From an optimization exercise on the open Yosys and OpenROAD flow, aimed at small area; shortcuts taken in it are not production practice. RTL that was checked went through simulation tests only; none was proved equivalent to the original. The clock port is modelled as an ideal driver; clocking choices that lean on that would not hold on a real chip.

==> juniper: inputs <==
Design stego_top, start of the top module:
module stego_top(
    input         clk,
    input         rst,
    input  [5:0]  sw,
    input         edge_detected,
    input         start_pixels,
    input  [23:0] message,
    input  [23:0] img,
    output [15:0] add_img,
    output [15:0] add_imgencoder,
    output [11:0] add_data,
    output [23:0] stego_out,
    output        stego_valid,
    output [23:0] msg_out
    );
==> flow/config.mk <==
export PLATFORM = sky130hd
export DESIGN_NAME = stego_top
export DESIGN_NICKNAME = stego_top
export VERILOG_FILES = /design/flow/design.v
export SDC_FILE = /design/flow/constraint.sdc
export NUM_CORES = 4
export LEC_CHECK = 0
export ABC_AREA = 1
export CAP_MARGIN = 20
export CORE_MARGIN = 2
export CORE_UTILIZATION = 45
export PLACE_DENSITY = 0.6
export SLEW_MARGIN = 20
==> flow/constraint.sdc <==
create_clock -name core_clock -period 6.0 [get_ports {clk}]
set_input_delay 1.2000 -clock core_clock [delete_from_list [all_inputs] [get_ports {clk}]]
set_output_delay 1.2000 -clock core_clock [all_outputs]
set_load 0.01 [all_outputs]
standard.sh (not shown) runs the stock make flow with config.mk's settings and CLKGATE_MAP_FILE= SYNTH_SCRIPT=/design/flow/synth_recipe.tcl, a recipe that flattens the netlist after the stock synthesis.
==> flow/flow/run.sh <==
#!/bin/bash
# Standard layout (standard.sh, unchanged synthesis), with these changes in
# how it is made:
#  - ports are buffered with the smallest buffer (buf_1) instead of the
#    default pick;
#  - clock tree: clkbuf_8 buffers, no dummy loads;
#  - after CTS, area recovery: each combinational cell takes the smallest
#    size that keeps slews, loads and slacks within margins.

set -euo pipefail
export BUFFER_PORTS_ARGS="-buffer_cell sky130_fd_sc_hd__buf_1"
export CTS_ARGS="-sink_clustering_enable -repair_clock_nets -buf_list sky130_fd_sc_hd__clkbuf_8 -dont_use_dummy_load"
export POST_CTS_TCL="$PWD/flow/area_recover.tcl"
bash standard.sh > standard.log 2>&1
==> flow/flow/area_recover.tcl <==
set ::ar_margin [expr {[info exists ::env(AR_MARGIN)] ? $::env(AR_MARGIN) : 0.2}]
set ::ar_setup  [expr {[info exists ::env(AR_SETUP)] ? $::env(AR_SETUP) : 0.3}]
set ::ar_hold   [expr {[info exists ::env(AR_HOLD)] ? $::env(AR_HOLD) : 0.05}]
set ::ar_clk_slew [expr {[info exists ::env(AR_CLK_SLEW)] ? $::env(AR_CLK_SLEW) : 0.10}]
estimate_parasitics -placement
sta::make_equiv_cells [lindex [get_libs *] 0]

proc ar_ok {} {
  global ar_margin ar_setup ar_hold ;# set at global scope above
  if {[sta::max_slew_check_slack_limit] < $ar_margin} { return 0 }
  if {[sta::max_capacitance_check_slack_limit] < $ar_margin} { return 0 }
  if {[sta::worst_slack_cmd max] < $ar_setup * 1e-9} { return 0 }
  if {[sta::worst_slack_cmd min] < $ar_hold * 1e-9} { return 0 }
  return 1
}

proc ar_clk_slew {} {
  set mx 0
  foreach p [get_pins -quiet */CLK] {
    set s [get_property $p slew_max]
    if {$s > $mx} { set mx $s }
  }
  return $mx
}

if {![ar_ok]} {
  puts "area_recover: the design does not meet the margins before recovery; skipped"
} else {
  set cands {}
  foreach inst [get_cells *] {
    set lc [get_lib_cells -quiet -of_objects $inst]
    if {$lc == "" || [catch {set name [get_name $lc]}]} continue
    if {[regexp {__(df|tap|fill|decap|clkbuf|clkinv|conb)} $name]} continue
    set iname [get_full_name $inst]
    if {[regexp {^(input|output)[0-9]+$} $iname]} continue
    set skip 0
    foreach p [get_pins -of_objects $inst -filter "direction==output"] {
      set n [get_nets -quiet -of_objects $p]
      if {$n != "" && [[sta::sta_to_db_net $n] getSigType] == "CLOCK"} { set skip 1 }
    }
    if {$skip} continue
    if {[catch {set a0 [get_property $lc area]}]} continue
    lappend cands [list $inst $a0]
  }
  set saved 0.0
  set changed 0
  foreach c [lsort -real -decreasing -index 1 $cands] {
    lassign $c inst a0
    set lc0 [get_lib_cells -of_objects $inst]
    set smaller {}
    set eqs [sta::find_equiv_cells $lc0]
    if {$eqs == "" || $eqs == "NULL"} continue
    foreach e $eqs {
      if {$e == "NULL"} continue
      set en [get_name $e]
      if {[regexp {lpflow|probe} $en]} continue
      if {[catch {set a [get_property $e area]}]} continue
      if {$a < $a0} { lappend smaller [list $e $a] }
    }
    foreach s [lsort -real -index 1 $smaller] {
      lassign $s e a
      replace_cell $inst $e
      if {[ar_ok]} {
        set saved [expr {$saved + $a0 - $a}]
        incr changed
        break
      }
      replace_cell $inst $lc0
    }
  }
  puts "area_recover: resized $changed cells, [format %.1f $saved] um2 less"

  # clock buffers: smallest clkbuf that keeps the clock pins' slews low
  set csaved 0.0
  set cchanged 0
  set clkbufs {}
  foreach b {1 2 4 8 16} { lappend clkbufs [get_lib_cells sky130_fd_sc_hd__clkbuf_$b] }
  foreach inst [get_cells *] {
    set lc0 [get_lib_cells -quiet -of_objects $inst]
    if {$lc0 == "" || [catch {set n0 [get_name $lc0]}]} continue
    if {![regexp {__clkbuf_[0-9]+$} $n0]} continue
    set a0 [get_property $lc0 area]
    foreach c $clkbufs {
      set a [get_property $c area]
      if {$a >= $a0} break
      replace_cell $inst $c
      if {[ar_clk_slew] <= $::ar_clk_slew && [ar_ok]} {
        set csaved [expr {$csaved + $a0 - $a}]
        incr cchanged
        break
      }
      replace_cell $inst $lc0
    }
  }
  puts "area_recover: resized $cchanged clock buffers, [format %.1f $csaved] um2 less, clock pin slew [format %.1f [expr {[ar_clk_slew] * 1e3}]] ps"
}
==> zinc: changes against juniper <==
--- a/flow/design.v
+++ b/flow/design.v
@@ -46,13 +46,19 @@
         add_data <= inc16({4'd0, add_data}, step);
     end
 end
 wire [15:0] c_inc = inc16({11'd0, c}, 1'b1);
 always @(posedge clk) begin
-    started <= ~rst & (started | (valid & flag_AV_starting_img_pixels));
-    if ((hit & cmode) | rst)
-        c <= (c_last | rst) ? 5'd0 : c_inc[4:0];
+    if (rst) begin
+        started <= 0;
+        c <= 0;
+    end else begin
+        if (valid & flag_AV_starting_img_pixels)
+            started <= 1'b1;
+        if (hit & cmode)
+            c <= c_last ? 5'd0 : c_inc[4:0];
+    end
 end
 endmodule
 `timescale 1ns / 1ps
 module encoder(
 input clk, rst, input [5:0] Switches,
@@ -123,16 +129,20 @@
             flag_starting_decoding <= 1'b0;
         end
     end
 end
 always @(posedge clk) begin
-    if (flag_start_encoding | rst) begin
-        enable1 <= flagAV_edge_detected & ~rst;
-        enable2 <= enable1 & ~rst;
-    end
-    if ((flag_start_encoding & enable2 & valid) | rst)
-        p <= (p_last | rst) ? 5'd0 : add5(p, w);
+    if (rst) begin
+        p <= 0;
+        enable1 <= 0;
+        enable2 <= 0;
+    end else if (flag_start_encoding) begin
+        enable1 <= flagAV_edge_detected;
+        enable2 <= enable1;
+        if (enable2 & valid)
+            p <= p_last ? 5'd0 : add5(p, w);
+    end
 end
 endmodule
 `timescale 1ns / 1ps
 module Decoderr(
     input clk, rst, input [5:0] Switches,
@@ -166,18 +176,18 @@
             inc5[i] = q[i] ^ t;
             t = t & q[i];
         end
     end
 endfunction
-wire en  = flag_enable_Decoder & valid & ~rst;
+wire en  = flag_enable_Decoder & valid;
 wire sh1 = en & m4;
 wire sh2 = en & m16;
 wire sh3 = en & m2;
 wire sh4 = en & (m8 | l32);
 wire sh5 = en & m32 & ~l32;
 wire sh6 = en & m1;
-wire h   = ~(flag_enable_Decoder & valid) & ~rst;
+wire h   = ~en;
 wire [29:0] ext = {stego_in[17], stego_in[16], stego_in[9], stego_in[8], stego_in[1], stego_in[0], out};
 wire [23:0] nxt;
 genvar i;
 generate for (i = 0; i < 24; i = i + 1) begin : g
     wire x1 = (i + 1 < 24) ? out[(i+1) % 24] : stego_in[16];
@@ -193,13 +203,18 @@
         msg_out <= 0;
     else if (en & (k == 5'd0))
         msg_out <= out;
 end
 always @(posedge clk) begin
-    out <= nxt;
-    if (en | rst)
-        k <= (k_last | rst) ? 5'd0 : inc5(k);
+    if (rst) begin
+        out <= 0;
+        k <= 0;
+    end else begin
+        out <= nxt;
+        if (en)
+            k <= k_last ? 5'd0 : inc5(k);
+    end
 end
 endmodule
 `timescale 1ns / 1ps
 module stego_top(
     input         clk,
==> flow/flow/run.sh (replaced) <==
#!/bin/bash
# Standard layout (standard.sh, unchanged synthesis), with these changes in
# how it is made:
#  - ports are buffered with the smallest buffer (buf_1) instead of the
#    default pick;
#  - after floorplan, combinational cells are set to their smallest size;
#    placement's repair_design sizes them up where slew or load need it;
#  - clock tree: clkbuf_8 buffers, no dummy loads;
#  - after CTS, area recovery: each combinational cell takes the smallest
#    size that keeps slews, loads and slacks within margins.
set -euo pipefail
export BUFFER_PORTS_ARGS="-buffer_cell sky130_fd_sc_hd__buf_1"
export POST_FLOORPLAN_TCL="$PWD/flow/downsize.tcl"
export CTS_ARGS="-sink_clustering_enable -repair_clock_nets -buf_list sky130_fd_sc_hd__clkbuf_8 -dont_use_dummy_load"
export POST_CTS_TCL="$PWD/flow/area_recover.tcl"
bash standard.sh > standard.log 2>&1
--- a/flow/flow/area_recover.tcl
+++ b/flow/flow/area_recover.tcl
@@ -1,28 +1,23 @@
+# Area recovery: gives each combinational cell the smallest cell of the
+# same function that keeps every slew and capacitance at least
+# AR_MARGIN below its limit and the setup and hold slacks above AR_SETUP
+# and AR_HOLD (ns). Registers, clock-tree cells and port buffers keep
+# their cells.
 set ::ar_margin [expr {[info exists ::env(AR_MARGIN)] ? $::env(AR_MARGIN) : 0.2}]
 set ::ar_setup  [expr {[info exists ::env(AR_SETUP)] ? $::env(AR_SETUP) : 0.3}]
 set ::ar_hold   [expr {[info exists ::env(AR_HOLD)] ? $::env(AR_HOLD) : 0.05}]
-set ::ar_clk_slew [expr {[info exists ::env(AR_CLK_SLEW)] ? $::env(AR_CLK_SLEW) : 0.10}]
 estimate_parasitics -placement
 sta::make_equiv_cells [lindex [get_libs *] 0]
 
 proc ar_ok {} {
   global ar_margin ar_setup ar_hold ;# set at global scope above
   if {[sta::max_slew_check_slack_limit] < $ar_margin} { return 0 }
   if {[sta::max_capacitance_check_slack_limit] < $ar_margin} { return 0 }
   if {[sta::worst_slack_cmd max] < $ar_setup * 1e-9} { return 0 }
   if {[sta::worst_slack_cmd min] < $ar_hold * 1e-9} { return 0 }
   return 1
-}
-
-proc ar_clk_slew {} {
-  set mx 0
-  foreach p [get_pins -quiet */CLK] {
-    set s [get_property $p slew_max]
-    if {$s > $mx} { set mx $s }
-  }
-  return $mx
 }
 
 if {![ar_ok]} {
   puts "area_recover: the design does not meet the margins before recovery; skipped"
 } else {
@@ -67,30 +62,6 @@
       }
       replace_cell $inst $lc0
     }
   }
   puts "area_recover: resized $changed cells, [format %.1f $saved] um2 less"
-
-  # clock buffers: smallest clkbuf that keeps the clock pins' slews low
-  set csaved 0.0
-  set cchanged 0
-  set clkbufs {}
-  foreach b {1 2 4 8 16} { lappend clkbufs [get_lib_cells sky130_fd_sc_hd__clkbuf_$b] }
-  foreach inst [get_cells *] {
-    set lc0 [get_lib_cells -quiet -of_objects $inst]
-    if {$lc0 == "" || [catch {set n0 [get_name $lc0]}]} continue
-    if {![regexp {__clkbuf_[0-9]+$} $n0]} continue
-    set a0 [get_property $lc0 area]
-    foreach c $clkbufs {
-      set a [get_property $c area]
-      if {$a >= $a0} break
-      replace_cell $inst $c
-      if {[ar_clk_slew] <= $::ar_clk_slew && [ar_ok]} {
-        set csaved [expr {$csaved + $a0 - $a}]
-        incr cchanged
-        break
-      }
-      replace_cell $inst $lc0
-    }
-  }
-  puts "area_recover: resized $cchanged clock buffers, [format %.1f $csaved] um2 less, clock pin slew [format %.1f [expr {[ar_clk_slew] * 1e3}]] ps"
 }
==> flow/flow/downsize.tcl (new file) <==
# Runs after floorplan (POST_FLOORPLAN_TCL): give every combinational cell
# the smallest cell of the same function. Registers keep their cells.
# Placement's repair_design and the later timing repairs size up again
# wherever slew, capacitance or timing need it.
sta::make_equiv_cells [lindex [get_libs *] 0]
set n 0
set saved 0.0
foreach inst [get_cells *] {
  set lc [get_lib_cells -of_objects $inst]
  set name [get_name $lc]
  if {[string match "*__df*" $name] || [string match "*__tap*" $name]} continue
  set eq [sta::find_equiv_cells $lc]
  if {$eq == ""} continue
  set best $lc
  if {[catch {set ba [get_property $lc area]}]} continue
  foreach c $eq {
    if {$c == "NULL" || $c == ""} continue
    set cn [get_name $c]
    if {[string match "*lpflow*" $cn] || [string match "*probe*" $cn]} continue
    if {[catch {set a [get_property $c area]}]} continue
    if {$a < $ba} { set best $c; set ba $a }
  }
  if {$best != $lc} {
    set saved [expr {$saved + [get_property $lc area] - $ba}]
    replace_cell $inst $best
    incr n
  }
}
puts "downsize: replaced $n cells, [format %.1f $saved] um2"
==> flow/config.mk (replaced) <==
export PLATFORM = sky130hd
export DESIGN_NAME = stego_top
export DESIGN_NICKNAME = stego_top
export VERILOG_FILES = /design/flow/design.v
export SDC_FILE = /design/flow/constraint.sdc
export NUM_CORES = 4
export LEC_CHECK = 0
export ABC_AREA = 0
export CAP_MARGIN = 20
export CORE_MARGIN = 2
export CORE_UTILIZATION = 45
export PLACE_DENSITY = 0.6
export SLEW_MARGIN = 20
==> yarrow: changes against juniper <==
--- a/flow/design.v
+++ b/flow/design.v
@@ -46,13 +46,19 @@
         add_data <= inc16({4'd0, add_data}, step);
     end
 end
 wire [15:0] c_inc = inc16({11'd0, c}, 1'b1);
 always @(posedge clk) begin
-    started <= ~rst & (started | (valid & flag_AV_starting_img_pixels));
-    if ((hit & cmode) | rst)
-        c <= (c_last | rst) ? 5'd0 : c_inc[4:0];
+    if (rst) begin
+        started <= 0;
+        c <= 0;
+    end else begin
+        if (valid & flag_AV_starting_img_pixels)
+            started <= 1'b1;
+        if (hit & cmode)
+            c <= c_last ? 5'd0 : c_inc[4:0];
+    end
 end
 endmodule
 `timescale 1ns / 1ps
 module encoder(
 input clk, rst, input [5:0] Switches,
@@ -123,16 +129,20 @@
             flag_starting_decoding <= 1'b0;
         end
     end
 end
 always @(posedge clk) begin
-    if (flag_start_encoding | rst) begin
-        enable1 <= flagAV_edge_detected & ~rst;
-        enable2 <= enable1 & ~rst;
-    end
-    if ((flag_start_encoding & enable2 & valid) | rst)
-        p <= (p_last | rst) ? 5'd0 : add5(p, w);
+    if (rst) begin
+        p <= 0;
+        enable1 <= 0;
+        enable2 <= 0;
+    end else if (flag_start_encoding) begin
+        enable1 <= flagAV_edge_detected;
+        enable2 <= enable1;
+        if (enable2 & valid)
+            p <= p_last ? 5'd0 : add5(p, w);
+    end
 end
 endmodule
 `timescale 1ns / 1ps
 module Decoderr(
     input clk, rst, input [5:0] Switches,
@@ -192,14 +202,17 @@
     if (rst)
         msg_out <= 0;
     else if (en & (k == 5'd0))
         msg_out <= out;
 end
+always @(posedge clk)
+    out <= nxt;    
 always @(posedge clk) begin
-    out <= nxt;
-    if (en | rst)
-        k <= (k_last | rst) ? 5'd0 : inc5(k);
+    if (rst)
+        k <= 0;
+    else if (en)
+        k <= k_last ? 5'd0 : inc5(k);
 end
 endmodule
 `timescale 1ns / 1ps
 module stego_top(
     input         clk,
==> flow/flow/run.sh (replaced) <==
#!/bin/bash
# Layout made with ORFS as in standard.sh, with these changes in how it is
# made:
#  - synthesis: the standard script (synth_recipe.tcl, so the same registers
#    and names), except that ABC maps the logic with flow/abc_area_own.script
#    (area-oriented mapping with the delay target relaxed) instead of
#    ORFS's area script;
#  - ports are buffered with the smallest buffer (buf_1) instead of the
#    default pick;
#  - clock tree: clkbuf_8 buffers, no dummy loads;
set -euo pipefail
W=$PWD
{ echo "source $W/flow/synth_abc.tcl"; cat synth_recipe.tcl; } > own_synth.tcl
sed -E "s#SYNTH_SCRIPT=[^ ]+#SYNTH_SCRIPT=$W/own_synth.tcl#" standard.sh > standard_own.sh
grep -q "SYNTH_SCRIPT=$W/own_synth.tcl" standard_own.sh
export OWN_ABC_SCRIPT="$W/flow/abc_area_own.script"
export BUFFER_PORTS_ARGS="-buffer_cell sky130_fd_sc_hd__buf_1"
export CTS_ARGS="-sink_clustering_enable -repair_clock_nets -buf_list sky130_fd_sc_hd__clkbuf_8 -dont_use_dummy_load"
export POST_CTS_TCL="$W/flow/area_recover.tcl"
bash standard_own.sh > standard.log 2>&1
==> flow/flow/abc_area_own.script (new file) <==
strash
dc2
&get -n
&st
&dch -f
&nf -R 1000 -p -F 8 -A 4
&put
strash
dch -f
&get -n
&st
&dch -f
&nf -R 1000 -p -F 8 -A 4
&put
topo
dnsize -c
==> flow/flow/synth_abc.tcl (new file) <==
# Sourced by own_synth.tcl: ABC maps the logic with flow/abc_area_own.script
# (area-oriented mapping with the delay target relaxed, no buffering or
# upsizing for speed) instead of the
# script ORFS picks. Everything else in the synthesis is the standard one.
proc abc {args} {
  set i [lsearch -exact $args -script]
  if {$i >= 0} {
    lset args [expr {$i + 1}] $::env(OWN_ABC_SCRIPT)
  }
  yosys abc {*}$args
}
==> flow_metrics.env <==
export IMPL_fillers=1438
export IMPL_pg_comb_w=0.000283
export IMPL_synthXorXnorAreaFrac=0.007705
export IMPL_coreArea_sq_mm=0.01464
export IMPL_skew_ns=0.05321
export IMPL_synth_top_area_frac=0.3412
export IMPL_synth_top_family_by_area="simple AND/OR/NAND/NOR gates"
export IMPL_antenna_found_initial=1
export IMPL_status="complete, no violations"
export IMPL_total_power_w=0.001776
export IMPL_std_cell_rows=44
export IMPL_sh_seq_area=0.4411
# the run above: juniper

==> flow_metrics.env <==
export IMPL_status="complete, no violations"
export IMPL_skew_ns=0.02185
export IMPL_std_cell_rows=45
export IMPL_whs_endpoint="u_ctrl.add_data[11]"
export IMPL_sh_seq_area=0.4135
export IMPL_fillers=1418
export IMPL_pg_comb_w=0.000180
export IMPL_synth_top_family_by_area="compound AO/OA/AOI/OAI gates"
export IMPL_coreArea_sq_mm=0.01503
export IMPL_synthXorXnorAreaFrac=0.007653
export IMPL_synth_top_area_frac=0.3389
export IMPL_antenna_found_initial=0
# the run above: zinc

==> flow_metrics.env <==
export IMPL_ys_ff_latch=135
export IMPL_sh_seq_area=0.4376
export IMPL_synth_top_area_frac=0.3718
export IMPL_vdd_drop_max_mv=0.1397
export IMPL_synth_top_family_by_area="compound AO/OA/AOI/OAI gates"
export IMPL_status="complete, no violations"
export IMPL_skew_ns=0.05332
export IMPL_antenna_found_initial=0
export IMPL_total_power_w=0.001718
export IMPL_fillers=1312
export IMPL_ant_nets=0
export IMPL_synth_simple_gate_area_frac=0.09434
export IMPL_pg_comb_w=0.000234
export IMPL_std_cell_rows=43
export IMPL_multi_input_cells=395
export IMPL_synthXorXnorAreaFrac=0.005597
export IMPL_coreArea_sq_mm=0.01372
# the run above: yarrow

For juniper, only the layout was checked, not whether the RTL still works.

==> what the ideal ports hide <==
Ports are ideal in the flow. The routed layouts listed here were re-timed in OpenROAD. Step 1 sets driving cells, clkbuf_16 on the clock port and buf_2 on the other inputs (assumed; they add their load-dependent delay and slew). Step 2 also shifts input and output timing later by t, the mid clock arrival at the registers, as if the neighbouring blocks saw the same clock. Three values: ideal ports, drivers, drivers and shift; two values: the first two.
run | t (ns) | setup slack, ns | hold slack, ns | slew at the worst register clock pin (ns) | cell pins on the clock port's net
juniper | 0.735 | 1.318 / 1.324 / 0.589 | 0.459 / 0.459 / 0.459 | 0.10 / 0.10 | 1
zinc | 0.464 | 0.705 / 0.719 / 0.255 | 0.460 / 0.460 / 0.460 | 0.07 / 0.07 | 1
yarrow | 0.765 | 1.183 / 1.189 / 0.424 | 0.473 / 0.473 / 0.473 | 0.11 / 0.11 | 1
After both steps setup and hold are still met in every run listed. The setup slack of yarrow, which loses most, moves by +0.006 ns with the drivers and by -0.759 ns with both steps.
